From an optimization exercise on the open Yosys and OpenROAD flow, aimed at small area, a short achievable clock period and few clock cycles per item; shortcuts taken in it are not production practice.
RTL that was checked went through simulation tests only; none was proved equivalent to the original.
For runs 6 to 9, only the layout was checked, not whether the RTL still works.

$ cat run.sh
#!/bin/bash
# synth_recipe.tcl (not shown) runs the flow's synth.tcl, then flattens the netlist and writes it again
# the make line also repeats each setting of config.mk as NAME=value (left out here)
make -C /OpenROAD-flow-scripts/flow DESIGN_CONFIG=/design/flow/config.mk WORK_HOME=/design/flow/orfs CLKGATE_MAP_FILE= SYNTH_SCRIPT=/design/flow/synth_recipe.tcl finish
$ cat config.mk
export PLATFORM = sky130hd
export DESIGN_NAME = atan
export DESIGN_NICKNAME = atan
export VERILOG_FILES = /design/flow/design.v
export SDC_FILE = /design/flow/constraint.sdc
export NUM_CORES = 4
export LEC_CHECK = 0
export ABC_AREA = 1
export CAP_MARGIN = 20
export CORE_MARGIN = 2
export CORE_UTILIZATION = 40
export SETUP_SLACK_MARGIN = 3.5
export SLEW_MARGIN = 20
$ cat constraint.sdc
create_clock -name core_clock -period 6.0 [get_ports {clk}]
set_input_delay 1.2000 -clock core_clock [delete_from_list [all_inputs] [get_ports {clk}]]
set_output_delay 1.2000 -clock core_clock [all_outputs]
set_load 0.01 [all_outputs]
$ cat design.v
module atan
(
    input                       clk         ,
    input                       rst_n       ,
    input                       trig        ,
    output                      vld         ,
    input       signed  [16:0]  para_in     ,
    output      signed  [11:0]  atany
);
reg         busy;
reg         vld_r;
reg  [8:1]  clr;     
reg  [18:0] x;
reg  [19:2] z;
reg  [11:1] acc;     
wire [8:0]  ct  = {clr, 1'b1};
wire [8:0]  h   = ct & ~{1'b0, ct[8:1]};      
always @(posedge clk or negedge rst_n)
    if (!rst_n) begin
        busy  <= 1'b0;
        vld_r <= 1'b0;
    end else begin
        busy  <= trig | (busy & ~clr[8]);
        vld_r <= busy & clr[8];
    end
assign vld = vld_r;
wire        s   = para_in[16];
wire [18:0] p4  = {para_in, 2'b00};
wire [18:0] y0  = s ? p4 + 19'd1024 : p4 - 19'd1024;
wire [18:0] x0  = s ? 19'd1024 - p4 : 19'd1024 + p4;
wire        d   = ~z[19];
wire [19:0] zf  = {z, 2'b00};
wire [18:0] xm  = {x[18:1] & {10'h3FF, ~clr}, 1'b0};
wire [19:0] zn  = {zf[18:0], 1'b0} + ({1'b0, xm} ^ {20{d}}) + d;
wire [18:0] za  = zf[18:0] ^ {19{zf[19]}};
wire [33:0] ze  = {15'd0, za};
reg  [18:0] ty;
integer i, j;
always @(*) begin
    ty = 19'd0;
    for (i = 0; i < 8; i = i + 1)
        for (j = 0; j < 19; j = j + 1)
            ty[j] = ty[j] | (h[i] & ze[j + 2*i + 1]);
end
wire [18:0] xn  = x + ty + !d;
wire [11:0] k2  = ({12{h[0]}} & 12'd950) | ({12{h[1]}} & 12'd502) | ({12{h[2]}} & 12'd254)
                | {4'd0, h[3], h[4], h[5], h[6], h[7], h[8], 2'd0};
wire [11:1] accn = acc + (k2[11:1] & {11{d}});
always @(posedge clk) begin
    clr <= trig ? 8'd0 : {clr[7:1], 1'b1};
    x   <= trig ? x0 : xn;
    z   <= trig ? {y0[18], y0[18:2]} : zn[19:2];
    acc <= trig ? (s ? 11'd1156 : 11'd1960) : accn;
end
wire        d9 = ~z[19];
wire [11:1] a1 = acc + 11'd1;
assign atany = {d9 ? a1 : acc, 1'b0};
endmodule
==> results.cfg, run 1 <==
[placement]
place_area_um2 = 6655
place_ws_ns = 2.399
place.port_buffers = 31
gp_congestion = 0.9963
hpwl_um = 16100

[clock_tree]
cts_tree = done
clk_path_buf_depth = 2
cts.htree.levels = 3
cts_buffers = 9
numClockSinks = 58
clk_pin_slew_ns = 0.06
clock_latency_ns = 0.35
root_buffer = clkbuf_16

[finish]
n_antenna_cell = 0
stdcell_area_um2 = 8778
area_delta_synth_final_pct = 41.00
nNetsFinal = 1206
n_fill_cell = 1447
multi_input_area_um2 = 5400
regArea_um2 = 1197
drive_above_1_share_pct = 29.41

[synthesis]
synth_seq_area_share_pct = 18.81
async_reset_ff_share_pct = 3.448
synthAdderAreaFrac_pct = 10.81
muxShareOfSynthArea_pct = 0
synth_top_family_by_area = simple AND/OR/NAND/NOR gates
yosys.area.top_type = dfxtp_1
synth-seq-cells = 58
syn-cell-area_um2 = 6226
yosys.cell_types.count = 51
synth-compound-area-share_pct = 16.40
synth_cells = 1021
yosys.area_share.simple_pct = 37.12
synth_xor_area_share_pct = 6.612
synth.top_cells.by_count = 278 x nand2_1, 124 x inv_1, 102 x nor2_1
synth_top_area_share_pct = 18.01
yosys.cell_count.top_type = nand2_1
avgSynthCellArea_um2 = 6.098
yosys_most_used_dff = dfxtp_1
syn_nets = 1093
synthTopCellsByArea = dfxtp_1 18%, nand2_1 17%, ha_1 9.8%
synth-warning-count = 1
synth_edf_count = 0

[floorplan]
io_pins = 33
core_um2 = 15200
die_area_um2 = 16580
die_height_um = 128.8
rows = 45
floorplan.initialDensity_pct = 40.95
dieWidth_um = 128.8

[sta]
max_slew_margin_pct = 61.21
rsz0062_at_grt = true
max_slew.worst_pin.slew_ns = 0.5818
hold_viol_final = 0
finalCritPeriodShare_pct = 48.52
slew_viol_final = 0
fin_ws_ns = 3.089
finalSetupViolCount = 0
skew_ns = 0.01170
finalSetupTns_ns = 0
fmaxAchievable_mhz = 343.5
min_period_ns = 2.911

[global_routing]
grt_use_total_pct = 27.66
grt_overflow = 0
first_global_vias = 6956
antenna_found_initial = 0
grt_pass1_wl_um = 35620
grt_max_degree = 44

[worst_hold_path]
holdPathStages = 2
hold_end = vld_r
hp-class = flop to flop
hp-start = clr[8]

[critical_path]
reg2reg_slack_ns = 3.09
crit_required_ns = 6.23
r2r.worst_path.cells = 20
r2r-end = x[16]
reg2reg_from = z[19]
critPathLaunchType = flop
crit_fanout = 5
crit_path_end_kind = flop
crit_type = flop to flop
arrival_ns = 3.15

[route]
first_pass_iters = 5
ant_nets = 0
wl_per_cell_um = 17.50
viasPerCell = 5.531
wirelength_um = 23220
vias = 7339
drtIter0Drc = 606
route.detailed.drc = 0

[run_status]
status = no timing/DRC/antenna violations

[run]
drv_cap = 0
-- cell type report --
type / instances / area share [%]
Timing Repair Buffer: 122 / 12.93
Timing Repair inverter: 2 / 0.2851
Clock buffer: 10 / 2.722
Inverter: 129 / 5.744
Sequential cell: 58 / 13.64
Multi-Input combinational cell: 812 / 61.52
Tap cell: 188 / 2.680
Clock inverter: 6 / 0.4846
-- layout by cell type (no fill, tap or decap), types with 5 or more instances in the layout --
| cell type | n |
|---|---|
| a21oi_2 | 18 |
| nand4_1 | 12 |
| inv_1 | 110 |
| nor2_2 | 13 |
| a21o_1 | 5 |
| buf_6 | 13 |
| nor2_1 | 85 |
| nand3_2 | 16 |
| ha_1 | 30 |
| nand2_2 | 33 |
| buf_4 | 69 |
| o22ai_1 | 18 |
| xor2_1 | 16 |
| o22ai_2 | 7 |
| nand3_4 | 5 |
| nor2_4 | 6 |
| ha_4 | 16 |
| inv_2 | 14 |
| dfxtp_1 | 47 |
| nand2_4 | 14 |
| o21ai_0 | 45 |
| nand3_1 | 66 |
| dfxtp_4 | 6 |
| buf_2 | 11 |
| o21ai_1 | 15 |
| a21oi_1 | 43 |
| clkbuf_16 | 9 |
| clkdlybuf4s50_1 | 12 |
| or2_4 | 9 |
| nor3_1 | 7 |
| nand3b_1 | 13 |
| nor3_2 | 8 |
| nand2_1 | 236 |
| xnor2_1 | 16 |
-- cells by family after synthesis --
kind of cell,Yosys count
compound gates,180
xor+xnor,44
fa+ha+maj,52
buf+inv,151
flops,58
other cells,1
simple gates,535
-- worst max-delay path, stage by stage, from the launching register on --
cell     delay (ns)
dfxtp_4        0.35
buf_12         0.14
buf_12         0.13
buf_8          0.12
or2_4          0.23
nand2_4        0.11
o22ai_2        0.08
nor2_1         0.13
nand4_1        0.21
ha_4           0.37
buf_6          0.12
nand2_4        0.05
buf_4          0.13
nand3_2        0.08
nand3_2        0.09
nand2_4        0.11
nand3_2        0.09
nand2_1        0.08
nand2_1        0.05
nand3_1        0.07
nand2_1        0.06
-- worst max-delay path by stage --
stage	from	endpoint	slack, ns	cells after the start
6_report	z[19]	x[16]	3.09	20
5_1_grt	acc[2]	atany[11]	3.00	7
4_1_cts	acc[2]	atany[11]	3.04	7
3_5_place_dp	trig	z[13]	2.40	6
2_1_floorplan	z[19]	x[16]	3.49	19
3_3_place_gp	z[19]	atany[11]	2.46	7
-- routing by layer --
metal / up-vias / track usage, % / share of wire [%]
met5: - / 0 / 0
met4: 0 / 13.81 / 5.1
met3: 85 / 5.114 / 6.5
met2: 292 / 46.59 / 47
met1: 3368 / 33.86 / 41
li1: 3594 / - / -
-- repair_timing --
action,CTS,global route
hold buffers,0,0
endpoints found under the setup margin,58,46
cloned,6,0
resized for setup,238,98
endpoints found under the hold margin,0,0
setup buffers,58,26
pin swaps,57,53
-- flip-flops by register name, indices dropped and copies added (netlist names) --
| register | count |
|---|---|
| z | 18 |
| vld_r | 1 |
| x | 19 |
| acc | 11 |
| clr | 8 |
| busy | 1 |
-- metrics by stage --
| step | hold slack (ns) | instances | util, % |
|---|---|---|---|
| 6_report | 0.4602 | 1327 | 57.74 |
| 5_1_grt | 0.4958 | 1327 | 57.74 |
| 4_1_cts | 0.4639 | 1301 | 53.67 |
| 3_5_place_dp | 0.4558 | 1221 | 43.78 |
| 3_3_place_gp | 0.4529 | 1221 | 43.78 |
| 2_1_floorplan | 0.4111 | 1021 | - |
Testbench counts, summed over its fixed seeds: cycles 24,008, items 2,400.
==> run 2, diff against run 1 <==
--- a/config.mk
+++ b/config.mk
@@ -9,5 +9,5 @@
 export CAP_MARGIN = 20
 export CORE_MARGIN = 2
 export CORE_UTILIZATION = 40
-export SETUP_SLACK_MARGIN = 3.5
+export SETUP_SLACK_MARGIN = 2.5
 export SLEW_MARGIN = 20
==> results.cfg, run 2 <==
[placement]
hpwl_um = 15750
place_area_um2 = 6645
place_ws_ns = 2.423
gp_congestion = 1.011
place.port_buffers = 31

[run]
drv_cap = 0

[sta]
fin_ws_ns = 2.679
max_slew_margin_pct = 42.63
skew_ns = 0.009652
min_period_ns = 3.321
finalCritPeriodShare_pct = 55.35
slew_viol_final = 0
finalSetupViolCount = 0
finalSetupTns_ns = 0
fmaxAchievable_mhz = 301.1
max_slew.worst_pin.slew_ns = 0.8578
rsz0062_at_grt = false
hold_viol_final = 0

[critical_path]
worstPathCellList = clkdlybuf4s50_1, nand2_1, inv_1, o21ai_0, o22ai_1, o21bai_1
r2r.worst_path.cells = 19
crit_type = input port to flop
crit_path_end_kind = flop
critPathLaunchType = input port
crit_fanout = 18
r2r-end = x[16]
reg2reg_slack_ns = 2.79
arrival_ns = 3.58
startpoint = trig
reg2reg_from = z[19]
cp.buffers_inverters = 2
path_depth = 6
max_stage_delay_ns = 1.03
crit_required_ns = 6.26
cpMaxStageDelayCell = clkdlybuf4s50_1
crit_path_end = z[13]
crit_family = buffers and inverters

[finish]
utilization_pct = 46.12
layout_common_cells = 278 x nand2_1, 124 x inv_1, 102 x nor2_1, 86 x nand3_1, 64 x a21oi_1
stdcell_area_um2 = 7012
mostFrequentLayoutCell = nand2_1
top_register = x
nNetsFinal = 1117
reg_top3 = x x19, z x18, acc x11
area_delta_synth_final_pct = 12.62
largest_reg_flops = 19
n_antenna_cell = 0
drive_above_1_share_pct = 4.952
n_fill_cell = 1642

[clock_tree]
cts_buffers = 9
numClockSinks = 58
cts_tree = done
clk_path_buf_depth = 2
cts.htree.levels = 3
root_buffer = clkbuf_16
clock_latency_ns = 0.34
clk_pin_slew_ns = 0.05
hold_buffers = 0

[worst_hold_path]
hp-class = flop to flop

[route]
wl_per_cell_um = 15.77
ant_nets = 0
drtIter0Drc = 485
wirelength_um = 19520
viasPerCell = 5.414
vias = 6703
route.detailed.drc = 0
first_pass_iters = 5

[synthesis]
synth_top_area_share_pct = 18.01
synth-compound-area-share_pct = 16.40
synth_xor_area_share_pct = 6.612
yosys.area_share.simple_pct = 37.12
syn_nets = 1093
avgSynthCellArea_um2 = 6.098
synthAdderAreaFrac_pct = 10.81
synth.top_cells.by_count = 278 x nand2_1, 124 x inv_1, 102 x nor2_1
synth-seq-cells = 58
yosys.cell_types.count = 51
synth_cells = 1021
syn-cell-area_um2 = 6226
synth_seq_area_share_pct = 18.81
yosys_most_used_dff = dfxtp_1
yosys.area.top_type = dfxtp_1
synthTopCellsByArea = dfxtp_1 18%, nand2_1 17%, ha_1 9.8%
synth_edf_count = 0
synth_top_family_by_area = simple AND/OR/NAND/NOR gates
async_reset_ff_share_pct = 3.448
muxShareOfSynthArea_pct = 0
yosys.cell_count.top_type = nand2_1
synth-warning-count = 1

[floorplan]
dieWidth_um = 128.8
floorplan.initialDensity_pct = 40.95
io_pins = 33
die_area_um2 = 16580
core_um2 = 15200
rows = 45
die_height_um = 128.8

[run_status]
status = no timing/DRC/antenna violations

[global_routing]
first_global_vias = 6119
grt_max_degree = 49
grt_use_total_pct = 24.32
antenna_found_initial = 0
grt_pass1_wl_um = 31440
grt_overflow = 0
==> run 2: worst min-delay path by stage <==
stage	from	end	cells after the start
after floorplan	clr[8]	vld_r	2
after global placement	clr[8]	vld_r	2
after detailed placement	clr[8]	vld_r	2
after CTS	clr[8]	vld_r	2
after global routing	clr[8]	vld_r	2
final	clr[8]	vld_r	2
==> run 2: what timing repair did <==
action                                  4_1_cts  5_1_grt
resized for setup                             6        7
endpoints found under the setup margin        8        3
buffers inserted                              0        1
hold endpoints to repair                      0        0
pin swaps                                     0        1
==> run 2: worst register-to-register path, stage by stage, from the launching register on <==
cell and delay (ns):
dfxtp_2 0.33, buf_12 0.25, or2_1 0.15, nand2_1 0.12, inv_1 0.20, nand3_1 0.11
o2111ai_1 0.11, nor3_2 0.08, fa_1 0.42, fa_1 0.37, inv_1 0.15, nand3_1 0.09
nand3_1 0.12, nand3_1 0.09, nand2_1 0.15, nand3_1 0.12, nand2_1 0.07, nand2_1 0.04
nand3_1 0.07, nand2_1 0.06
==> run 2: logic make-up (layout without fill, tap and decap cells) <==
family	after synthesis	in the layout
compound gates	180	180
xor+xnor	44	44
fa+ha+maj	52	52
buf+inv	151	180
flops	58	58
other cells	1	1
simple gates	535	535
==> run 2: layout make-up <==
type                    count  area [µm²]  area share, %
inverters                 129       496.7          7.084
multi-input cells         812        4431          63.19
flip-flops and latches     58        1175          16.76
well taps                 188       235.2          3.355
clock inverters             6       80.08          1.142
clock buffers              10       239.0          3.408
repair buffers             35       355.3          5.068
==> run 2: metrics by stage <==
stage | hold WS (ns) | cells
2_1_floorplan | 0.4111 | 1021
3_3_place_gp | 0.4463 | 1221
3_5_place_dp | 0.4547 | 1221
4_1_cts | 0.4623 | 1237
5_1_grt | 0.4931 | 1238
6_report | 0.4521 | 1238
==> run 2: layer usage <==
metal | global-route usage (%) | vias to the layer above | part of all wire (%)
li1 | - | 3406 | -
met4 | 12.66 | 0 | 5.1
met2 | 39.25 | 254 | 45
met5 | 0 | - | 0
met1 | 30.87 | 2986 | 43
met3 | 4.615 | 57 | 6.1
==> run 3, diff against run 2 <==
--- a/config.mk
+++ b/config.mk
@@ -8,6 +8,6 @@
 export ABC_AREA = 1
 export CAP_MARGIN = 20
 export CORE_MARGIN = 2
-export CORE_UTILIZATION = 40
-export SETUP_SLACK_MARGIN = 2.5
+export CORE_UTILIZATION = 50
+export SETUP_SLACK_MARGIN = 3
 export SLEW_MARGIN = 20
==> results.cfg, run 3 <==
[run_status]
status = no timing/DRC/antenna violations

[floorplan]
dieWidth_um = 115.6
die_height_um = 115.6
io_pins = 33
die_area_um2 = 13360
rows = 40
core_um2 = 12060
floorplan.initialDensity_pct = 51.62

[synthesis]
avgSynthCellArea_um2 = 6.098
synth_edf_count = 0
synth-warning-count = 1
synth_top_area_share_pct = 18.01
synth-seq-cells = 58
synth_cells = 1021
yosys.cell_count.top_type = nand2_1
synth_seq_area_share_pct = 18.81
yosys.area.top_type = dfxtp_1
syn_nets = 1093
async_reset_ff_share_pct = 3.448
syn-cell-area_um2 = 6226
yosys_most_used_dff = dfxtp_1
yosys.cell_types.count = 51
synthTopCellsByArea = dfxtp_1 18%, nand2_1 17%, ha_1 9.8%
synth.top_cells.by_count = 278 x nand2_1, 124 x inv_1, 102 x nor2_1

[route]
wl_met1_um = 8691
wl_met2_um = 9160
drtIter0Drc = 507
wirelength_um = 20120
first_pass_iters = 5
viasPerCell = 5.516
top_layer = met5
vias = 6823
wl_per_cell_um = 16.27
ant_nets = 0
wl_met3_um = 1353
route.detailed.drc = 0

[worst_hold_path]
hp-class = flop to flop
hp-start = clr[8]

[sta]
finalSetupViolCount = 0
min_period_ns = 2.909
skew_ns = 0.01228
hold_ws_ns = 0.4696
finalSetupTns_ns = 0
hold_viol_final = 0
finalCritPeriodShare_pct = 48.48
slew_viol_final = 0
fmaxAchievable_mhz = 343.8
rsz0062_at_grt = true

[critical_path]
crit_required_ns = 4.80
reg2reg_from = z[19]
crit_path_end_kind = primary output
critPathLaunchType = flop
arrival_ns = 1.71
startpoint = z[19]
crit_fanout = 20
crit_type = flop to primary output

[clock_tree]
root_buffer = clkbuf_16
cts_tree = done
clock_latency_ns = 0.35
numClockSinks = 58
clk_path_buf_depth = 2
cts.htree.levels = 3
hold_buffers = 0
cts_buffers = 9
clk_pin_slew_ns = 0.05

[placement]
gp_congestion = 0.9716
hpwl_um = 15870
place.port_buffers = 31

[global_routing]
grt_max_degree = 38
grt_overflow = 0
antenna_found_initial = 0
first_global_vias = 6367
grt_use_total_pct = 31.42
grt_pass1_wl_um = 32440

[finish]
largest_reg_flops = 19
mostFrequentLayoutCell = nand2_1
nNetsFinal = 1136
area_delta_synth_final_pct = 17.91
n_antenna_cell = 0
utilization_pct = 60.86
reg_top3 = x x19, z x18, acc x11
top_register = x
layout_common_cells = 270 x nand2_1, 117 x inv_1, 98 x nor2_1, 84 x nand3_1, 62 x o21ai_0
drive_above_1_share_pct = 10.29

[run]
drv_cap = 0
run 3: cell counts after synthesis:
No cell type changed its count.
run 3: critical path, stage by stage (launching register included):
cell	delay, ns
dfxtp_4	0.35
buf_12	0.17
inv_16	0.08
nand2_1	0.06
xor2_1	0.13
inv_1	0.04
clkdlybuf4s50_1	0.52
run 3: worst paths after layout:
check,to,slack (ns),cells past startpoint
setup / recovery,atany[3],3.09,6
hold / removal,vld_r,0.47,2
setup reg to reg,x[16],3.12,19
hold reg to reg,vld_r,0.47,2
max in group asynchronous,busy,4.86,1
min in group asynchronous,vld_r,1.02,1
run 3: area by class of cell:
type | instances | area, µm²
fillers | 1225 | 4721
inverters | 129 | 505.5
well taps | 168 | 210.2
clock inverters | 5 | 100.1
clock buffers | 11 | 252.7
flip-flops and latches | 58 | 1190
repair inverters | 1 | 8.758
multi-input cells | 812 | 4572
repair buffers | 53 | 501.7
run 3: what timing repair did:
item / 4_1_cts / 5_1_grt
pin swaps: 1 / 17
endpoints found under the hold margin: 0 / 0
endpoints found under the setup margin: 44 / 21
gates cloned: 2 / 0
buffers inserted: 5 / 13
resized for setup: 34 / 42
run 3: kinds of logic (layout without fill, tap and decap cells):
kind of cell | after synthesis | count (layout) | synth area share, %
AO/OA/AOI/OAI | 180 | 180 | 16.40
flip-flops | 58 | 58 | 18.81
buffers and inverters | 151 | 199 | 10.19
adder cells (fa/ha/maj) | 52 | 52 | 10.81
other | 1 | 1 | 0.06023
AND/OR/NAND/NOR | 535 | 535 | 37.12
XOR/XNOR | 44 | 44 | 6.612
run 3: metrics by stage:
step	area, µm²	setup slack (ns)	instances
floorplan	6226	3.360	1021
global placement	6620	2.383	1201
detailed placement	6620	2.352	1201
CTS	7104	2.962	1224
global route	7341	2.933	1237
finish	7341	3.091	1237
run 3: layer usage:
metal / vias up / global-route usage (%)
met5: - / 1.852
met4: 2 / 13.65
met3: 56 / 7.218
met2: 254 / 51.31
met1: 3048 / 39.53
li1: 3463 / -
==> run 4, diff against run 3 <==
--- a/config.mk
+++ b/config.mk
@@ -8,6 +8,7 @@
 export ABC_AREA = 1
 export CAP_MARGIN = 20
 export CORE_MARGIN = 2
-export CORE_UTILIZATION = 50
+export CORE_UTILIZATION = 40
+export CTS_BUF_LIST = sky130_fd_sc_hd__clkbuf_2 sky130_fd_sc_hd__clkbuf_4
 export SETUP_SLACK_MARGIN = 3
 export SLEW_MARGIN = 20
==> results.cfg, run 4 <==
[synthesis]
yosys_most_used_dff = dfxtp_1
synth-compound-area-share_pct = 16.40
synth.top_cells.by_count = 278 x nand2_1, 124 x inv_1, 102 x nor2_1
synthAdderAreaFrac_pct = 10.81
synth_top_area_share_pct = 18.01
yosys.cell_types.count = 51
synthTopCellsByArea = dfxtp_1 18%, nand2_1 17%, ha_1 9.8%
avgSynthCellArea_um2 = 6.098
synth_xor_area_share_pct = 6.612
synth_edf_count = 0
syn_nets = 1093
yosys.area_share.simple_pct = 37.12
synth_seq_area_share_pct = 18.81
yosys.cell_count.top_type = nand2_1
yosys.area.top_type = dfxtp_1
syn-cell-area_um2 = 6226
synth_cells = 1021
synth-seq-cells = 58
muxShareOfSynthArea_pct = 0
synth_top_family_by_area = simple AND/OR/NAND/NOR gates
async_reset_ff_share_pct = 3.448
synth-warning-count = 1

[finish]
layout_common_cells = 270 x nand2_1, 119 x inv_1, 98 x nor2_1, 84 x nand3_1
area_delta_synth_final_pct = 16.82
top_register = x
largest_reg_flops = 19
regArea_um2 = 1197
drive_above_1_share_pct = 11.15
mostFrequentLayoutCell = nand2_1
n_fill_cell = 1623
multi_input_area_um2 = 4604
reg_top3 = x x19, z x18, acc x11
nNetsFinal = 1143

[floorplan]
core_um2 = 15200
die_height_um = 128.8
rows = 45
die_area_um2 = 16580
io_pins = 33
dieWidth_um = 128.8
floorplan.initialDensity_pct = 40.95

[clock_tree]
cts_buffers = 9
root_buffer = clkbuf_4
clock_latency_ns = 0.45
cts_tree = done
clk_pin_slew_ns = 0.10
hold_buffers = 0
clk_path_buf_depth = 2
cts.htree.levels = 3
numClockSinks = 58

[critical_path]
crit_path_end_kind = primary output
reg2reg_slack_ns = 3.14
r2r.worst_path.cells = 18
crit_required_ns = 4.80
arrival_ns = 1.70
critPathLaunchType = flop
reg2reg_from = z[19]
r2r-end = x[18]
crit_fanout = 6
crit_type = flop to primary output
startpoint = z[19]

[route]
first_pass_iters = 8
viasPerCell = 5.385
top_layer = met4
wl_met2_um = 9170
drtIter0Drc = 546
route.detailed.drc = 0
ant_nets = 0
wirelength_um = 20210
wl_per_cell_um = 15.98
vias = 6812
wl_met1_um = 8877
wl_met3_um = 1162

[global_routing]
first_global_vias = 6168
grt_max_degree = 44
grt_pass1_wl_um = 31720
grt_overflow = 0
antenna_found_initial = 1
grt_use_total_pct = 24.57

[sta]
rsz0062_at_grt = true
hold_ws_ns = 0.4570
fmaxAchievable_mhz = 344.3
max_slew_margin_pct = 42.83
fin_ws_ns = 3.096
max_slew.worst_pin.slew_ns = 0.8576
min_period_ns = 2.904
slew_viol_final = 0
skew_ns = 0.01753
finalSetupTns_ns = 0
finalSetupViolCount = 0
hold_viol_final = 0
finalCritPeriodShare_pct = 48.41

[run_status]
status = no timing/DRC/antenna violations

[placement]
place.port_buffers = 31
place_ws_ns = 2.423
gp_congestion = 1.011
hpwl_um = 15750

[worst_hold_path]
hp-start = clr[8]
hold_end = vld_r
holdPathStages = 2
hp-class = flop to flop

[run]
drv_cap = 0
run 4: cell count changes in the layout (fill, tap and decap cells not counted), moves of 3 or more:
cell and change:
dfxtp_4 +3, dlygate4sd2_1 +3, clkdlybuf4s50_1 -4, clkbuf_4 +9
dfxtp_2 -3, ha_1 -3, buf_4 +6, clkbuf_16 -9
ha_4 +3
run 4: layer usage:
metal	GRT usage [%]	up-vias
met5	0	-
met4	11.64	0
met3	4.782	59
met2	39.65	231
met1	31.58	3052
li1	-	3470
run 4: worst max path at each step:
stage / endpoint / slack, ns / cells after the start
finish: atany[9] / 3.10 / 7
global route: x[18] / 2.95 / 18
CTS: atany[11] / 2.86 / 6
detailed placement: atany[11] / 2.42 / 7
global placement: atany[11] / 2.46 / 7
floorplan: x[16] / 3.36 / 20
run 4: critical path: stages, from the launching register on:
cell     delay [ns]
dfxtp_4        0.36
buf_12         0.14
inv_12         0.05
nand4_1        0.12
nor3_2         0.18
buf_4          0.14
xor2_1         0.12
buf_2          0.14
run 4: cell families after synthesis:
logic type / after synthesis
AO/OA/AOI/OAI: 180
XOR/XNOR: 44
adder cells (fa/ha/maj): 52
buffers and inverters: 151
flip-flops: 58
other: 1
AND/OR/NAND/NOR: 535
run 4: layout make-up:
| class | instances | area share, % |
|---|---|---|
| Multi-Input combinational cell | 812 | 63.31 |
| Sequential cell | 58 | 16.46 |
| Timing Repair Buffer | 60 | 7.930 |
| Inverter | 129 | 6.830 |
| Tap cell | 188 | 3.234 |
| Clock inverter | 7 | 1.153 |
| Clock buffer | 9 | 0.9290 |
| Timing Repair inverter | 1 | 0.1204 |
| Antenna cell | 1 | 0.03441 |
run 4: timing repair:
item | 4_1_cts | 5_1_grt
cloned | 3 | 0
gates resized for setup | 49 | 41
pin swaps | 3 | 18
setup endpoints to repair | 29 | 22
setup buffers | 13 | 11
run 4: per-stage QoR:
| step | utilization, % | std cells | instance area [µm²] |
|---|---|---|---|
| floorplan | - | 1021 | 6226 |
| global placement | 43.71 | 1221 | 6645 |
| detailed placement | 43.71 | 1221 | 6645 |
| CTS | 46.28 | 1253 | 7036 |
| global route | 47.84 | 1265 | 7273 |
| finish | 47.84 | 1265 | 7273 |
==> run 5, diff against run 4 <==
==> config.mk (replaced) <==
export PLATFORM = sky130hd
export DESIGN_NAME = atan
export DESIGN_NICKNAME = atan
export VERILOG_FILES = /design/flow/design.v
export SDC_FILE = /design/flow/constraint.sdc
export NUM_CORES = 4
export LEC_CHECK = 0
export ABC_AREA = 1
export CAP_MARGIN = 0
export CORE_MARGIN = 2
export CORE_UTILIZATION = 40
export SETUP_SLACK_MARGIN = 3
export SLEW_MARGIN = 0
==> results.cfg, run 5 <==
[global_routing]
first_global_vias = 6165
grt_overflow = 0
grt_use_total_pct = 24.67
grt_pass1_wl_um = 31850
antenna_found_initial = 0
grt_max_degree = 44

[sta]
min_period_ns = 2.938
finalCritPeriodShare_pct = 48.96
max_slew_margin_pct = 40.65
finalSetupTns_ns = 0
fmaxAchievable_mhz = 340.4
slew_viol_final = 0
max_slew.worst_pin.slew_ns = 0.8903
hold_viol_final = 0
rsz0062_at_grt = true
finalSetupViolCount = 0
fin_ws_ns = 3.062
skew_ns = 0.009101

[floorplan]
core_um2 = 15200
dieWidth_um = 128.8
rows = 45
die_area_um2 = 16580
io_pins = 33
floorplan.initialDensity_pct = 40.95
die_height_um = 128.8

[finish]
top_register = x
largest_reg_flops = 19
stdcell_area_um2 = 7322
reg_top3 = x x19, z x18, acc x11
area_delta_synth_final_pct = 17.60
n_fill_cell = 1628
mostFrequentLayoutCell = nand2_1
instances_no_fill = 1259
n_antenna_cell = 0
drive_above_1_share_pct = 9.337
layout_common_cells = 272 x nand2_1, 120 x inv_1, 100 x nor2_1, 84 x nand3_1, 63 x a21oi_1
nNetsFinal = 1138

[placement]
dp_cells = 1221
place_ws_ns = 2.423
gp_congestion = 1.011
hpwl_um = 15750
place_area_um2 = 6645
place.port_buffers = 31

[critical_path]
cp.buffers_inverters = 4
critPathLaunchType = input port
cp_common_cell = buf_4
max_stage_delay_ns = 0.63
crit_family = buffers and inverters
crit_type = input port to flop
crit_fanout = 43
worstPathCellList = clkdlybuf4s15_1, buf_4, clkinv_1, buf_4, nand3_1, nand2_1
crit_path_end_kind = flop
arrival_ns = 3.22
cpMaxStageDelayCell = clkdlybuf4s15_1
crit_required_ns = 6.28

[route]
drtIter0Drc = 490
viasPerCell = 5.472
first_pass_iters = 7
ant_nets = 0
route.detailed.drc = 0
wl_per_cell_um = 16.19
vias = 6889
wirelength_um = 20390

[clock_tree]
cts_buffers = 9
clk_path_buf_depth = 2
clk_pin_slew_ns = 0.05
hold_buffers = 0
numClockSinks = 58
cts_tree = done
clock_latency_ns = 0.34
root_buffer = clkbuf_16
cts.htree.levels = 3

[run]
drv_cap = 0

[synthesis]
synth_top_area_share_pct = 18.01
synth_cells = 1021
yosys.area.top_type = dfxtp_1
yosys.cell_types.count = 51
synth_seq_area_share_pct = 18.81
syn_nets = 1093
yosys_most_used_dff = dfxtp_1
synth-seq-cells = 58
synth_edf_count = 0
synthTopCellsByArea = dfxtp_1 18%, nand2_1 17%, ha_1 9.8%
syn-cell-area_um2 = 6226
avgSynthCellArea_um2 = 6.098
synth.top_cells.by_count = 278 x nand2_1, 124 x inv_1, 102 x nor2_1
yosys.cell_count.top_type = nand2_1
synth-warning-count = 1
async_reset_ff_share_pct = 3.448

[run_status]
status = no timing/DRC/antenna violations

[worst_hold_path]
hp-class = flop to flop
-- run 5: final timing paths --
kind                            startpoint     to  slack (ns)  cells after the start
max in group asynchronous            rst_n   busy        4.87                      1
worst max-delay path                  trig   x[3]        3.06                      6
min in group asynchronous            rst_n  vld_r        1.01                      1
worst min register to register      clr[8]  vld_r        0.45                      2
worst min-delay path                clr[8]  vld_r        0.45                      2
worst max register to register      clr[1]  x[16]        3.11                     17
-- run 5: worst min-delay path, cell delays in order (launching register included) --
cell and delay, ns:
dfxtp_1 0.33, nand2_1 0.06, inv_1 0.03
-- run 5: area by class of cell --
class                           count  area (µm²)  share of cell area, %
Clock buffer                       10       239.0                  3.264
Clock inverter                      6       80.08                  1.094
Inverter                          129       505.5                  6.904
Multi-Input combinational cell    812        4522                  61.76
Sequential cell                    58        1190                  16.25
Tap cell                          188       235.2                  3.213
Timing Repair Buffer               55       541.8                  7.399
Timing Repair inverter              1       8.758                 0.1196
-- run 5: logic make-up after synthesis --
family | after synthesis | synth area share [%]
and+or+nand+nor | 535 | 37.12
AOI/OAI and AO/OA | 180 | 16.40
DFF | 58 | 18.81
buffers and inverters | 151 | 10.19
other | 1 | 0.06023
adders and majority gates | 52 | 10.81
xor gates and xnor gates | 44 | 6.612
-- run 5: what timing repair did --
item / 4_1_cts / 5_1_grt
resized for setup: 29 / 28
setup endpoints to repair: 46 / 17
gates cloned: 3 / 0
buffers inserted: 1 / 18
pin swaps: 1 / 8
-- run 5: metal layers --
layer	track usage, %	routed length (µm)	vias up
met2	39.62	9236	281
met5	0	0	-
met1	31.50	8795	3091
met4	12.53	990	0
li1	-	-	3457
met3	4.865	1365	60
-- run 5: through the flow --
step | utilization [%] | hold slack [ns]
floorplan | - | 0.4111
global placement | 43.71 | 0.4463
detailed placement | 43.71 | 0.4547
CTS | 46.66 | 0.4623
global route | 48.16 | 0.4931
finish | 48.16 | 0.4513
==> run 6, diff against run 5 <==
--- a/design.v
+++ b/design.v
@@ -31,7 +31,8 @@
 wire        d   = ~z[19];
 wire [19:0] zf  = {z, 2'b00};
 wire [18:0] xm  = {x[18:1] & {10'h3FF, ~clr}, 1'b0};
-wire [19:0] zn  = {zf[18:0], 1'b0} + ({1'b0, xm} ^ {20{d}}) + d;
+wire [20:0] zc  = {zf[18:0], 1'b0, 1'b1} + {{1'b0, xm} ^ {20{d}}, d};
+wire [19:0] zn  = zc[20:1];
 wire [18:0] za  = zf[18:0] ^ {19{zf[19]}};
 wire [33:0] ze  = {15'd0, za};
 reg  [18:0] ty;
@@ -42,7 +43,8 @@
         for (j = 0; j < 19; j = j + 1)
             ty[j] = ty[j] | (h[i] & ze[j + 2*i + 1]);
 end
-wire [18:0] xn  = x + ty + !d;
+wire [19:0] xc  = {x, 1'b1} + {ty, !d};
+wire [18:0] xn  = xc[19:1];
 wire [11:0] k2  = ({12{h[0]}} & 12'd950) | ({12{h[1]}} & 12'd502) | ({12{h[2]}} & 12'd254)
                 | {4'd0, h[3], h[4], h[5], h[6], h[7], h[8], 2'd0};
 wire [11:1] accn = acc + (k2[11:1] & {11{d}});
--- a/config.mk
+++ b/config.mk
@@ -6,8 +6,8 @@
 export NUM_CORES = 4
 export LEC_CHECK = 0
 export ABC_AREA = 1
-export CAP_MARGIN = 0
+export CAP_MARGIN = 20
 export CORE_MARGIN = 2
 export CORE_UTILIZATION = 40
 export SETUP_SLACK_MARGIN = 3
-export SLEW_MARGIN = 0
+export SLEW_MARGIN = 20
==> results.cfg, run 6 <==
[sta]
finalSetupViolCount = 0
max_slew_margin_pct = 49.85
slew_viol_final = 0
finalCritPeriodShare_pct = 49.26
rsz0062_at_grt = true
min_period_ns = 2.955
max_slew.worst_pin.slew_ns = 0.7522
fmaxAchievable_mhz = 338.4
hold_viol_final = 0
finalSetupTns_ns = 0
skew_ns = 0.005912

[clock_tree]
clk_path_buf_depth = 2
clock_latency_ns = 0.35
clk_pin_slew_ns = 0.05
cts.htree.levels = 3
root_buffer = clkbuf_16
cts_buffers = 9
hold_buffers = 0
cts_tree = done
numClockSinks = 58

[critical_path]
crit_path_end_kind = primary output
worstPathCellList = clkinv_8, buf_4, nand4_4, xor2_1, clkdlybuf4s50_1
crit_fanout = 7
cp.buffers_inverters = 3
path_depth = 5
crit_required_ns = 4.80
reg2reg_from = z[19]
r2r-end = x[15]
r2r.worst_path.cells = 17
critPathLaunchType = flop
reg2reg_slack_ns = 3.07
crit_type = flop to primary output
arrival_ns = 1.76
max_stage_delay_ns = 0.55
crit_family = buffers and inverters
cpMaxStageDelayCell = clkdlybuf4s50_1

[synthesis]
synthTopCellsByArea = dfxtp_1 17%, nand2_1 17%, ha_1 9.8%
synth_edf_count = 0
synth-seq-cells = 58
avgSynthCellArea_um2 = 6.002
synthAdderAreaFrac_pct = 10.37
yosys.cell_types.count = 47
synth_cells = 1090
yosys.area_share.simple_pct = 38.55
synth.top_cells.by_count = 295 x nand2_1, 138 x inv_1, 106 x nor2_1
synth-warning-count = 1
synth_top_area_share_pct = 17.14
synth_top_family_by_area = simple AND/OR/NAND/NOR gates
muxShareOfSynthArea_pct = 0
synth_seq_area_share_pct = 17.90
syn_nets = 1163
syn-cell-area_um2 = 6543
synth_xor_area_share_pct = 6.387
yosys.area.top_type = dfxtp_1
yosys_most_used_dff = dfxtp_1
synth-compound-area-share_pct = 15.28
async_reset_ff_share_pct = 3.448
yosys.cell_count.top_type = nand2_1

[finish]
utilization_pct = 49.62
mostFrequentLayoutCell = nand2_1
area_delta_synth_final_pct = 20.90
top_register = x
reg_top3 = x x19, z x18, acc x11
instances_no_fill = 1358
n_antenna_cell = 0
largest_reg_flops = 19
layout_common_cells = 274 x nand2_1, 135 x inv_1, 97 x nor2_1, 78 x nand3_1, 64 x a21oi_1
drive_above_1_share_pct = 14.36
nNetsFinal = 1210

[global_routing]
first_global_vias = 6510
antenna_found_initial = 0
grt_overflow = 0
grt_pass1_wl_um = 34140
grt_max_degree = 41
grt_use_total_pct = 24.59

[placement]
hpwl_um = 16790
dp_cells = 1315
place.port_buffers = 31
gp_congestion = 0.9786

[floorplan]
floorplan.initialDensity_pct = 41.04
rows = 46
die_area_um2 = 17400
core_um2 = 15940
dieWidth_um = 131.9
die_height_um = 131.9
io_pins = 33

[worst_hold_path]
hold_end = vld_r
holdPathStages = 2
hp-start = clr[8]
hp-class = flop to flop

[route]
ant_nets = 0
wirelength_um = 21840
vias = 7188
route.detailed.drc = 0
first_pass_iters = 6
drtIter0Drc = 642
viasPerCell = 5.293
wl_per_cell_um = 16.08

[run]
drv_cap = 0

[run_status]
status = no timing/DRC/antenna violations
==> run 6: changes by cell type in the layout (fill, tap and decap cells not counted), moves of 6 or more <==
cell	delta
inv_2	+13
nand3_2	+6
o21ai_1	+14
nor2_2	+7
nand2_2	+16
inv_1	+15
o21ai_0	-20
nand3_1	-6
==> run 6: worst max-delay path by stage <==
stage | slack (ns) | endpoint | startpoint
6_report | 3.04 | atany[5] | z[19]
2_1_floorplan | 3.48 | atany[11] | acc[1]
3_3_place_gp | 2.50 | atany[10] | z[19]
3_5_place_dp | 2.47 | atany[10] | z[19]
4_1_cts | 2.97 | atany[10] | acc[3]
5_1_grt | 2.97 | x[18] | z[19]
==> run 6: through the flow <==
| step | setup WS (ns) | hold slack [ns] | cell area (µm²) |
|---|---|---|---|
| floorplan | 3.481 | 0.4146 | 6543 |
| global placement | 2.499 | 0.4396 | 6988 |
| detailed placement | 2.469 | 0.4463 | 6988 |
| CTS | 2.966 | 0.4527 | 7526 |
| global route | 2.970 | 0.4850 | 7910 |
| finish | 3.045 | 0.4523 | 7910 |
==> run 6: logic make-up after synthesis <==
group                      after synthesis
adders and majority gates               53
AOI/OAI and AO/OA                      179
xor gates and xnor gates                46
DFF                                     58
buffers and inverters                  181
and+or+nand+nor                        572
other                                    1
==> run 6: cell type report <==
class / count / area, µm²
multi-input combinational: 851 / 4930
clock inverter: 5 / 100.1
timing repair inverter: 1 / 8.758
clock buffer: 11 / 252.7
sequential: 58 / 1182
inverter: 156 / 598.1
tap: 216 / 270.3
fill: 1679 / 8033
timing repair buffer: 60 / 568.0
==> run 6: routing by layer <==
layer	track usage (%)	vias up	share of wire [%]
li1	-	3660	-
met1	32.62	3249	46
met2	40.77	236	46
met3	3.306	43	5.2
met4	8.937	0	3.2
met5	0	-	0
==> run 6: timing repair <==
item	CTS	global route
resized for setup	39	74
buffers inserted	10	15
endpoints found under the setup margin	30	22
cloned	0	2
pin swaps	16	36
==> run 6: worst min-delay path, cell delays in order, from the launching register on <==
cell and delay, ns:
dfxtp_1 0.33, nand2_1 0.06, inv_1 0.03
==> run 7, diff against run 6 <==
--- a/design.v
+++ b/design.v
@@ -9,19 +9,18 @@
 );
 reg         busy;
 reg         vld_r;
-reg  [8:1]  clr;     
+reg  [8:0]  h;       
 reg  [18:0] x;
 reg  [19:2] z;
 reg  [11:1] acc;     
-wire [8:0]  ct  = {clr, 1'b1};
-wire [8:0]  h   = ct & ~{1'b0, ct[8:1]};      
+wire [8:1]  clr = {h[8], h[8] | h[7], |h[8:6], |h[8:5], |h[8:4], |h[8:3], |h[8:2], |h[8:1]};
 always @(posedge clk or negedge rst_n)
     if (!rst_n) begin
         busy  <= 1'b0;
         vld_r <= 1'b0;
     end else begin
-        busy  <= trig | (busy & ~clr[8]);
-        vld_r <= busy & clr[8];
+        busy  <= trig | (busy & ~h[8]);
+        vld_r <= busy & h[8];
     end
 assign vld = vld_r;
 wire        s   = para_in[16];
@@ -49,7 +48,7 @@
                 | {4'd0, h[3], h[4], h[5], h[6], h[7], h[8], 2'd0};
 wire [11:1] accn = acc + (k2[11:1] & {11{d}});
 always @(posedge clk) begin
-    clr <= trig ? 8'd0 : {clr[7:1], 1'b1};
+    h   <= trig ? 9'd1 : {h[7:0], 1'b0};
     x   <= trig ? x0 : xn;
     z   <= trig ? {y0[18], y0[18:2]} : zn[19:2];
     acc <= trig ? (s ? 11'd1156 : 11'd1960) : accn;
==> results.cfg, run 7 <==
[run_status]
status = no timing/DRC/antenna violations

[floorplan]
dieWidth_um = 129.1
core_um2 = 15260
rows = 45
floorplan.initialDensity_pct = 41.05
die_area_um2 = 16680
die_height_um = 129.1
io_pins = 33

[clock_tree]
cts_buffers = 9
clk_pin_slew_ns = 0.05
numClockSinks = 59
cts.htree.levels = 3
clock_latency_ns = 0.35
root_buffer = clkbuf_16
clk_path_buf_depth = 2
cts_tree = done

[critical_path]
cp.buffers_inverters = 4
worstPathCellList = buf_4, or2_1, nand2_2, inv_1, a21oi_1, o221ai_1, ha_1, nand2_1, nor2_2, buf_4, a21oi_1, o21ai_2, buf_4, o21ai_0, o21ai_0
critPathLaunchType = flop
arrival_ns = 3.20
crit_path_end_kind = flop
crit_fanout = 10
max_stage_delay_ns = 0.38
cpMaxStageDelayCell = dfxtp_4
crit_type = flop to flop
cp_common_cell = buf_4
crit_required_ns = 6.22
crit_family = compound AO/OA/AOI/OAI gates

[global_routing]
grt_overflow = 0
grt_pass1_wl_um = 32320
antenna_found_initial = 0
first_global_vias = 6206
grt_max_degree = 43
grt_use_total_pct = 25.07

[sta]
slew_viol_final = 0
finalCritPeriodShare_pct = 49.56
hold_ws_ns = 0.4671
min_period_ns = 2.973
finalSetupViolCount = 0
max_slew.worst_pin.slew_ns = 0.5407
hold_viol_final = 0
max_slew_margin_pct = 63.95
rsz0062_at_grt = true
finalSetupTns_ns = 0
skew_ns = 0.01178
fmaxAchievable_mhz = 336.3

[finish]
mostFrequentLayoutCell = nand2_1
nNetsFinal = 1113
instances_no_fill = 1256
reg_top3 = x x19, z x18, acc x11
drive_above_1_share_pct = 13.97
utilization_pct = 48.68
layout_common_cells = 221 x nand2_1, 101 x inv_1, 92 x nor2_1, 77 x a21oi_1
area_delta_synth_final_pct = 18.60
top_register = x
n_fill_cell = 1604
n_antenna_cell = 0
largest_reg_flops = 19

[placement]
hpwl_um = 16010
place.port_buffers = 31
dp_cells = 1217
gp_congestion = 0.9592

[synthesis]
synth-seq-cells = 59
yosys_most_used_dff = dfxtp_1
yosys.area.top_type = dfxtp_1
synth_cells = 998
synthTopCellsByArea = dfxtp_1 18%, nand2_1 14%, ha_1 10%
synth_top_area_share_pct = 18.22
synth_edf_count = 0
synth_seq_area_share_pct = 19.02
syn-cell-area_um2 = 6264
synth-warning-count = 1
avgSynthCellArea_um2 = 6.276
yosys.cell_types.count = 56
synth.top_cells.by_count = 226 x nand2_1, 102 x inv_1, 96 x nor2_1
syn_nets = 1071
async_reset_ff_share_pct = 3.390
yosys.cell_count.top_type = nand2_1

[route]
vias = 6795
drtIter0Drc = 503
route.detailed.drc = 0
ant_nets = 0
first_pass_iters = 5
wirelength_um = 20670
viasPerCell = 5.410
wl_per_cell_um = 16.46

[run]
drv_cap = 0

[worst_hold_path]
hp-class = flop to flop
run 7: cell count changes after synthesis, sizes merged, moves of 6 or more:
cell    change
a21oi      +16
a221oi      +9
inv        -34
nand2      -62
nand3      -23
nor2       -13
o21a        +6
o21ai      +25
xnor2       -7
run 7: cell families (layout without fill, tap and decap cells):
| kind of cell | count (synthesis) | in the layout | share of synthesized area [%] |
|---|---|---|---|
| buffers and inverters | 145 | 192 | 9.529 |
| AO/OA/AOI/OAI | 229 | 229 | 21.03 |
| other | 1 | 1 | 0.05987 |
| XOR/XNOR | 43 | 43 | 6.013 |
| adder cells (fa/ha/maj) | 53 | 53 | 10.83 |
| AND/OR/NAND/NOR | 468 | 468 | 33.52 |
| flip-flops | 59 | 59 | 19.02 |
run 7: final timing paths:
kind | slack (ns) | to | cells past startpoint | startpoint
worst max-delay path | 3.03 | x[9] | 15 | z[19]
worst min-delay path | 0.47 | vld_r | 2 | busy
worst max register to register | 3.03 | x[9] | 15 | z[19]
worst min register to register | 0.47 | vld_r | 2 | busy
max in group asynchronous | 4.86 | busy | 1 | rst_n
min in group asynchronous | 1.02 | vld_r | 1 | rst_n
run 7: cell type report:
type                    count  area, µm²  share of cell area (%)
flip-flops and latches     59       1204                   16.20
clock inverters             5      75.07                   1.011
multi-input cells         794       4668                   62.84
clock buffers              11      252.7                   3.402
repair buffers             56      495.5                   6.670
well taps                 211      264.0                   3.554
inverters                 120      469.2                   6.316
run 7: worst register-to-register path, stage by stage, from the launching register on:
cell	delay, ns
dfxtp_4	0.38
buf_4	0.18
or2_1	0.24
nand2_2	0.15
inv_1	0.12
a21oi_1	0.17
o221ai_1	0.13
ha_1	0.38
nand2_1	0.18
nor2_2	0.08
buf_4	0.14
a21oi_1	0.17
o21ai_2	0.11
buf_4	0.16
o21ai_0	0.16
o21ai_0	0.10
run 7: repair_timing:
action,in CTS,in global routing
hold buffers,0,0
pin swaps,11,16
buffers inserted,16,7
endpoints found under the setup margin,29,25
gates resized for setup,38,42
run 7: through the flow:
stage	cell area (µm²)	setup WS, ns
floorplan	6264	3.414
global placement	6708	2.476
detailed placement	6708	2.391
CTS	7234	2.886
global route	7428	2.893
finish	7428	3.027
run 7: metal layers:
metal  global-route usage [%]  part of all wire, %
met5                        0                    0
met4                    11.38                  3.6
met3                    2.890                  5.0
met2                    42.94                   48
met1                    31.60                   43
==> run 8, diff against run 7 <==
--- a/design.v
+++ b/design.v
@@ -30,8 +30,7 @@
 wire        d   = ~z[19];
 wire [19:0] zf  = {z, 2'b00};
 wire [18:0] xm  = {x[18:1] & {10'h3FF, ~clr}, 1'b0};
-wire [20:0] zc  = {zf[18:0], 1'b0, 1'b1} + {{1'b0, xm} ^ {20{d}}, d};
-wire [19:0] zn  = zc[20:1];
+wire [19:0] zn  = {zf[18:0], 1'b0} + ({1'b0, xm} ^ {20{d}}) + d;
 wire [18:0] za  = zf[18:0] ^ {19{zf[19]}};
 wire [33:0] ze  = {15'd0, za};
 reg  [18:0] ty;
@@ -42,8 +41,7 @@
         for (j = 0; j < 19; j = j + 1)
             ty[j] = ty[j] | (h[i] & ze[j + 2*i + 1]);
 end
-wire [19:0] xc  = {x, 1'b1} + {ty, !d};
-wire [18:0] xn  = xc[19:1];
+wire [18:0] xn  = x + ty + !d;
 wire [11:0] k2  = ({12{h[0]}} & 12'd950) | ({12{h[1]}} & 12'd502) | ({12{h[2]}} & 12'd254)
                 | {4'd0, h[3], h[4], h[5], h[6], h[7], h[8], 2'd0};
 wire [11:1] accn = acc + (k2[11:1] & {11{d}});
--- a/config.mk
+++ b/config.mk
@@ -5,7 +5,6 @@
 export SDC_FILE = /design/flow/constraint.sdc
 export NUM_CORES = 4
 export LEC_CHECK = 0
-export ABC_AREA = 1
 export CAP_MARGIN = 20
 export CORE_MARGIN = 2
 export CORE_UTILIZATION = 40
==> results.cfg, run 8 <==
[finish]
drive_above_1_share_pct = 25.78
mostFrequentLayoutCell = nand2_1
layout_common_cells = 57 x nand2_1, 56 x xnor2_1, 49 x dfxtp_1, 49 x buf_4, 44 x ha_1
area_delta_synth_final_pct = 33.61
regArea_um2 = 1216
top_register = x
n_fill_cell = 1245
nNetsFinal = 836
n_antenna_cell = 0
reg_top3 = x x19, z x18, acc x11
multi_input_area_um2 = 4639
utilization_pct = 54.02
largest_reg_flops = 19

[synthesis]
muxShareOfSynthArea_pct = 1.286
synthAdderAreaFrac_pct = 12.14
synthTopCellsByArea = dfxtp_1 21%, ha_1 11%, xnor2_1 9.5%
synth_top_family_by_area = compound AO/OA/AOI/OAI gates
syn_nets = 765
yosys.area_share.simple_pct = 17.69
synth_cells = 693
synth_top_area_share_pct = 20.57
synth-warning-count = 1
synth-compound-area-share_pct = 26.62
yosys_most_used_dff = dfxtp_1
synth_edf_count = 0
synth.top_cells.by_count = 60 x xnor2_1, 57 x dfxtp_1, 57 x nand2_1
async_reset_ff_share_pct = 3.390
avgSynthCellArea_um2 = 8.004
synth-seq-cells = 59
yosys.cell_count.top_type = xnor2_1
synth_xor_area_share_pct = 15.00
syn-cell-area_um2 = 5547
yosys.area.top_type = dfxtp_1
synth_seq_area_share_pct = 21.48
yosys.cell_types.count = 78

[critical_path]
reg2reg_slack_ns = 2.61
arrival_ns = 3.58
max_stage_delay_ns = 0.58
cp_common_cell = xnor2_1
crit_path_end_kind = flop
crit_fanout = 4
r2r-end = z[19]
r2r.worst_path.cells = 15
cpMaxStageDelayCell = or4_4
worstPathCellList = or4_4, nor2_2, nand2_1, xnor2_1, ha_1, a21o_2, a211oi_4, buf_4, buf_6, a311oi_4, a21boi_2, o221ai_4, a31oi_2, xnor2_1, o21ai_1
crit_required_ns = 6.19
crit_type = flop to flop
critPathLaunchType = flop
reg2reg_from = h[5]

[global_routing]
use_met3_pct = 3.230
grt_use_total_pct = 22.20
busiest_layer = met2
grt_max_degree = 51
grt_use_met2_pct = 36.77
antenna_found_initial = 1
first_global_vias = 5186
grt_overflow = 0
use_met1_pct = 29.07
grt_pass1_wl_um = 26120

[sta]
rsz0062_at_grt = true
min_period_ns = 3.385
fmaxAchievable_mhz = 295.4
slew_viol_final = 0
fin_ws_ns = 2.615
max_slew.worst_pin.slew_ns = 0.7910
skew_ns = 0.006528
finalSetupTns_ns = 0
finalCritPeriodShare_pct = 56.42
finalSetupViolCount = 0
hold_viol_final = 0
max_slew_margin_pct = 47.27

[route]
wl_per_cell_um = 17.12
drtIter0Drc = 369
route.detailed.drc = 0
ant_nets = 0
viasPerCell = 5.672
vias = 5377
first_pass_iters = 5
wirelength_um = 16230

[placement]
place_ws_ns = 1.901
place.port_buffers = 31
hpwl_um = 10830
gp_congestion = 0.8877

[run]
drv_cap = 0

[floorplan]
io_pins = 33
rows = 43
die_height_um = 121.8
core_um2 = 13720
die_area_um2 = 14820
dieWidth_um = 121.8
floorplan.initialDensity_pct = 40.43

[worst_hold_path]
hp-class = flop to flop
holdPathStages = 1
hold_end = busy
hp-start = busy

[clock_tree]
clock_latency_ns = 0.34
cts_tree = done
clk_path_buf_depth = 2
numClockSinks = 59
hold_buffers = 0
cts_buffers = 9
cts.htree.levels = 3
root_buffer = clkbuf_16
clk_pin_slew_ns = 0.05

[run_status]
status = no timing/DRC/antenna violations
[run 8: changes by cell type after synthesis, sizes merged, moves of 24 or more]
cell,previous run,this run
xnor2,15,60
nand3,65,19
nand2,244,57
nor2,100,31
inv,118,37
a21oi,85,44
a22oi,2,26
o21ai,84,59
[run 8: worst max-delay path: cells and delay by family, from the launching register on]
family / cells / cell delay (ns)
adders and majority gates: 1 / 0.29
DFF: 1 / 0.35
buffers and inverters: 2 / 0.26
AOI/OAI and AO/OA: 7 / 1.28
xor gates and xnor gates: 2 / 0.26
and+or+nand+nor: 3 / 0.78
[run 8: worst max-delay path by stage]
stage / from / slack, ns / end / cells past startpoint
final: h[5] / 2.61 / z[19] / 15
after global routing: h[5] / 2.50 / z[19] / 15
after CTS: h[6] / 2.65 / z[18] / 13
after detailed placement: z[19] / 1.90 / x[17] / 13
after global placement: z[19] / 1.97 / x[17] / 13
after floorplan: z[19] / 2.83 / x[16] / 16
[run 8: what timing repair did]
item | 4_1_cts | 5_1_grt
pin swaps | 29 | 43
buffers inserted | 38 | 21
endpoints found under the setup margin | 50 | 37
gates resized for setup | 110 | 60
gates cloned | 1 | 0
[run 8: logic make-up after synthesis]
logic type                 Yosys count
buffers and inverters               71
DFF                                 59
AOI/OAI and AO/OA                  216
and+or+nand+nor                    192
muxes                                7
other                                1
xor gates and xnor gates            95
adders and majority gates           52
[run 8: routing by layer]
| layer | share of wire [%] | wire length (µm) |
|---|---|---|
| met1 | 44 | 7178 |
| met2 | 48 | 7869 |
| met3 | 4.6 | 740 |
| met4 | 2.7 | 439 |
| met5 | 0 | 0 |
[run 8: layout make-up]
class,count,area share (%)
multi-input cells,563,62.60
flip-flops and latches,59,16.41
repair buffers,94,11.87
clock buffers,13,3.512
well taps,180,3.039
inverters,37,2.094
clock inverters,2,0.4727
[run 8: through the flow]
stage | cell area, µm² | cells | hold slack [ns]
2_1_floorplan | 5645 | 693 | 0.4461
3_3_place_gp | 5989 | 873 | 0.4553
3_5_place_dp | 5989 | 873 | 0.4645
4_1_cts | 7025 | 927 | 0.4761
5_1_grt | 7411 | 948 | 0.5074
6_report | 7411 | 948 | 0.4765
==> run 9, diff against run 8 <==
--- a/config.mk
+++ b/config.mk
@@ -5,6 +5,7 @@
 export SDC_FILE = /design/flow/constraint.sdc
 export NUM_CORES = 4
 export LEC_CHECK = 0
+export ABC_AREA = 1
 export CAP_MARGIN = 20
 export CORE_MARGIN = 2
 export CORE_UTILIZATION = 40
==> results.cfg, run 9 <==
[critical_path]
crit_fanout = 7
reg2reg_from = z[19]
crit_path_end_kind = flop
arrival_ns = 3.35
startpoint = z[19]
critPathLaunchType = flop
crit_required_ns = 6.28
crit_type = flop to flop

[clock_tree]
clk_pin_slew_ns = 0.06
hold_buffers = 0
clk_path_buf_depth = 2
root_buffer = clkbuf_16
numClockSinks = 59
cts_buffers = 9
cts.htree.levels = 3
cts_tree = done
clock_latency_ns = 0.34

[placement]
place_area_um2 = 6484
dp_cells = 1158
gp_congestion = 0.9645
place.port_buffers = 31
hpwl_um = 14930

[sta]
rsz0062_at_grt = true
hold_ws_ns = 0.4694
finalSetupViolCount = 0
hold_viol_final = 0
fmaxAchievable_mhz = 325.9
max_slew.worst_pin.slew_ns = 0.5368
finalCritPeriodShare_pct = 51.14
slew_viol_final = 0
skew_ns = 0.01128
finalSetupTns_ns = 0
min_period_ns = 3.068
max_slew_margin_pct = 64.16

[synthesis]
yosys.cell_count.top_type = nand2_1
syn-cell-area_um2 = 6057
synth-warning-count = 1
synth_xor_area_share_pct = 6.796
synth_edf_count = 0
synth-compound-area-share_pct = 21.57
synthAdderAreaFrac_pct = 11.11
synth_top_family_by_area = simple AND/OR/NAND/NOR gates
synth_cells = 965
avgSynthCellArea_um2 = 6.277
yosys.area.top_type = dfxtp_1
yosys_most_used_dff = dfxtp_1
synth_seq_area_share_pct = 19.67
syn_nets = 1037
yosys.area_share.simple_pct = 30.26
synth-seq-cells = 59
synthTopCellsByArea = dfxtp_1 19%, nand2_1 14%, ha_1 10%
synth_top_area_share_pct = 18.84
synth.top_cells.by_count = 222 x nand2_1, 131 x inv_1, 81 x nor2_1
async_reset_ff_share_pct = 3.390
yosys.cell_types.count = 55
muxShareOfSynthArea_pct = 0

[finish]
layout_common_cells = 205 x nand2_1, 122 x inv_1, 73 x nor2_1, 64 x a21oi_1, 59 x nand3_1
reg_top3 = x x19, z x18, acc x11
nNetsFinal = 1098
n_fill_cell = 1445
top_register = x
largest_reg_flops = 19
utilization_pct = 52.16
stdcell_area_um2 = 7639
instances_no_fill = 1215
mostFrequentLayoutCell = nand2_1
n_antenna_cell = 0
area_delta_synth_final_pct = 26.11
drive_above_1_share_pct = 17.07

[floorplan]
floorplan.initialDensity_pct = 41.36
rows = 44
io_pins = 33
core_um2 = 14640
die_height_um = 127.1
dieWidth_um = 127.1
die_area_um2 = 16140

[route]
ant_nets = 0
wirelength_um = 20280
first_pass_iters = 5
drtIter0Drc = 517
vias = 6671
wl_per_cell_um = 16.69
route.detailed.drc = 0
viasPerCell = 5.491

[global_routing]
grt_pass1_wl_um = 31390
grt_overflow = 0
grt_use_total_pct = 24.76
grt_max_degree = 40
first_global_vias = 6033
antenna_found_initial = 0

[run_status]
status = no timing/DRC/antenna violations

[run]
drv_cap = 0

[worst_hold_path]
hp-class = flop to flop
hp-start = busy
## run 9: kinds of logic (layout without fill, tap and decap cells)
kind of cell    count (synthesis)  count (layout)
compound gates                223             223
xor+xnor                       47              47
fa+ha+maj                      52              52
buf+inv                       159             225
flops                          59              59
other cells                     1               1
simple gates                  424             424
## run 9: critical path: stages (launching register included)
cell,delay [ns]
dfxtp_4,0.40
buf_12,0.16
buf_16,0.13
or2_4,0.23
nand2_4,0.09
inv_2,0.04
nand2_1,0.05
o21ai_1,0.06
or4_4,0.55
ha_4,0.27
a21oi_4,0.15
o21ai_2,0.09
a21boi_2,0.25
inv_2,0.06
nand3b_1,0.10
nand2_2,0.08
a21oi_2,0.14
o21ai_2,0.07
nand3_1,0.09
## run 9: cell type report
class                      instances  area [µm²]  share of cell area (%)
sequential                        59        1214                   15.89
clock buffer                      12       266.5                   3.489
multi-input combinational        747        4648                   60.85
tap                              184       230.2                   3.014
timing repair buffer              73       704.4                   9.222
timing repair inverter             1       7.507                 0.09828
clock inverter                     4       47.55                  0.6224
inverter                         135       520.5                   6.814
## run 9: what timing repair did
item / CTS / global route
endpoints found under the setup margin: 50 / 28
gates cloned: 2 / 1
setup buffers: 20 / 18
pin swaps: 19 / 37
gates resized for setup: 68 / 77
## run 9: layer usage
metal | global-route usage [%] | vias up | share of wire (%)
li1 | - | 3333 | -
met1 | 31.36 | 3039 | 42
met2 | 41.87 | 255 | 48
met3 | 3.894 | 44 | 6.5
met4 | 10.60 | 0 | 3.7
met5 | 0 | - | 0
## run 9: stage by stage
| stage | worst slack, ns |
|---|---|
| 2_1_floorplan | 3.170 |
| 3_3_place_gp | 1.972 |
| 3_5_place_dp | 1.896 |
| 4_1_cts | 2.888 |
| 5_1_grt | 2.799 |
| 6_report | 2.932 |
## run 9: final timing paths
check | to | slack (ns) | cells after the start
worst min-delay path | vld_r | 0.47 | 2
worst max-delay path | x[14] | 2.93 | 18
min in group asynchronous | vld_r | 1.03 | 1
max in group asynchronous | busy | 4.86 | 1
worst min register to register | vld_r | 0.47 | 2
worst max register to register | x[14] | 2.93 | 18

## afterwards: timing with drivers on the ports
In the flow no input, the clock included, has a driving cell. The finished layouts below were timed again as built, in two steps.
Step 1 sets driving cells, clkbuf_16 on the clock port and buf_2 on the other inputs (assumed; they add their load-dependent delay and slew).
Step 2, shift: input delay + t, output delay - t, t = (earliest + latest rising clock arrival at the registers) / 2. This alone moves slack from input paths to output paths.
Three values: ideal, step 1, step 2; two values: the first two.
| run | t (ns) | setup WS [ns] | worst hold slack (ns) | clock arrival spread, ns | slew at the worst register clock pin (ns) |
|---|---|---|---|---|---|
| run 1 | 0.385 | 3.089 / 3.051 / 2.884 | 0.460 / 0.460 / 0.460 | 0.012 / 0.012 | 0.06 / 0.06 |
| run 2 | 0.381 | 2.679 / 2.651 / 2.317 | 0.452 / 0.452 / 0.452 | 0.010 / 0.010 | 0.06 / 0.06 |
| run 3 | 0.386 | 3.091 / 3.049 / 2.772 | 0.470 / 0.470 / 0.470 | 0.013 / 0.013 | 0.06 / 0.06 |
| run 4 | 0.480 | 3.096 / 3.061 / 2.748 | 0.457 / 0.457 / 0.457 | 0.018 / 0.018 | 0.11 / 0.11 |
| run 5 | 0.383 | 3.062 / 3.042 / 2.697 | 0.451 / 0.451 / 0.451 | 0.009 / 0.010 | 0.06 / 0.06 |
| run 6 | 0.385 | 3.045 / 3.003 / 2.812 | 0.452 / 0.452 / 0.452 | 0.006 / 0.006 | 0.06 / 0.06 |
| run 7 | 0.391 | 3.027 / 3.018 / 2.830 | 0.467 / 0.467 / 0.467 | 0.011 / 0.012 | 0.06 / 0.06 |
| run 8 | 0.378 | 2.615 / 2.615 / 2.426 | 0.477 / 0.477 / 0.477 | 0.007 / 0.006 | 0.05 / 0.05 |
| run 9 | 0.385 | 2.932 / 2.932 / 2.692 | 0.469 / 0.469 / 0.469 | 0.011 / 0.011 | 0.06 / 0.06 |
After both steps setup and hold are still met in every run listed. The setup slack of run 5, which loses most, moves by -0.020 ns with the drivers and by -0.365 ns with both steps.
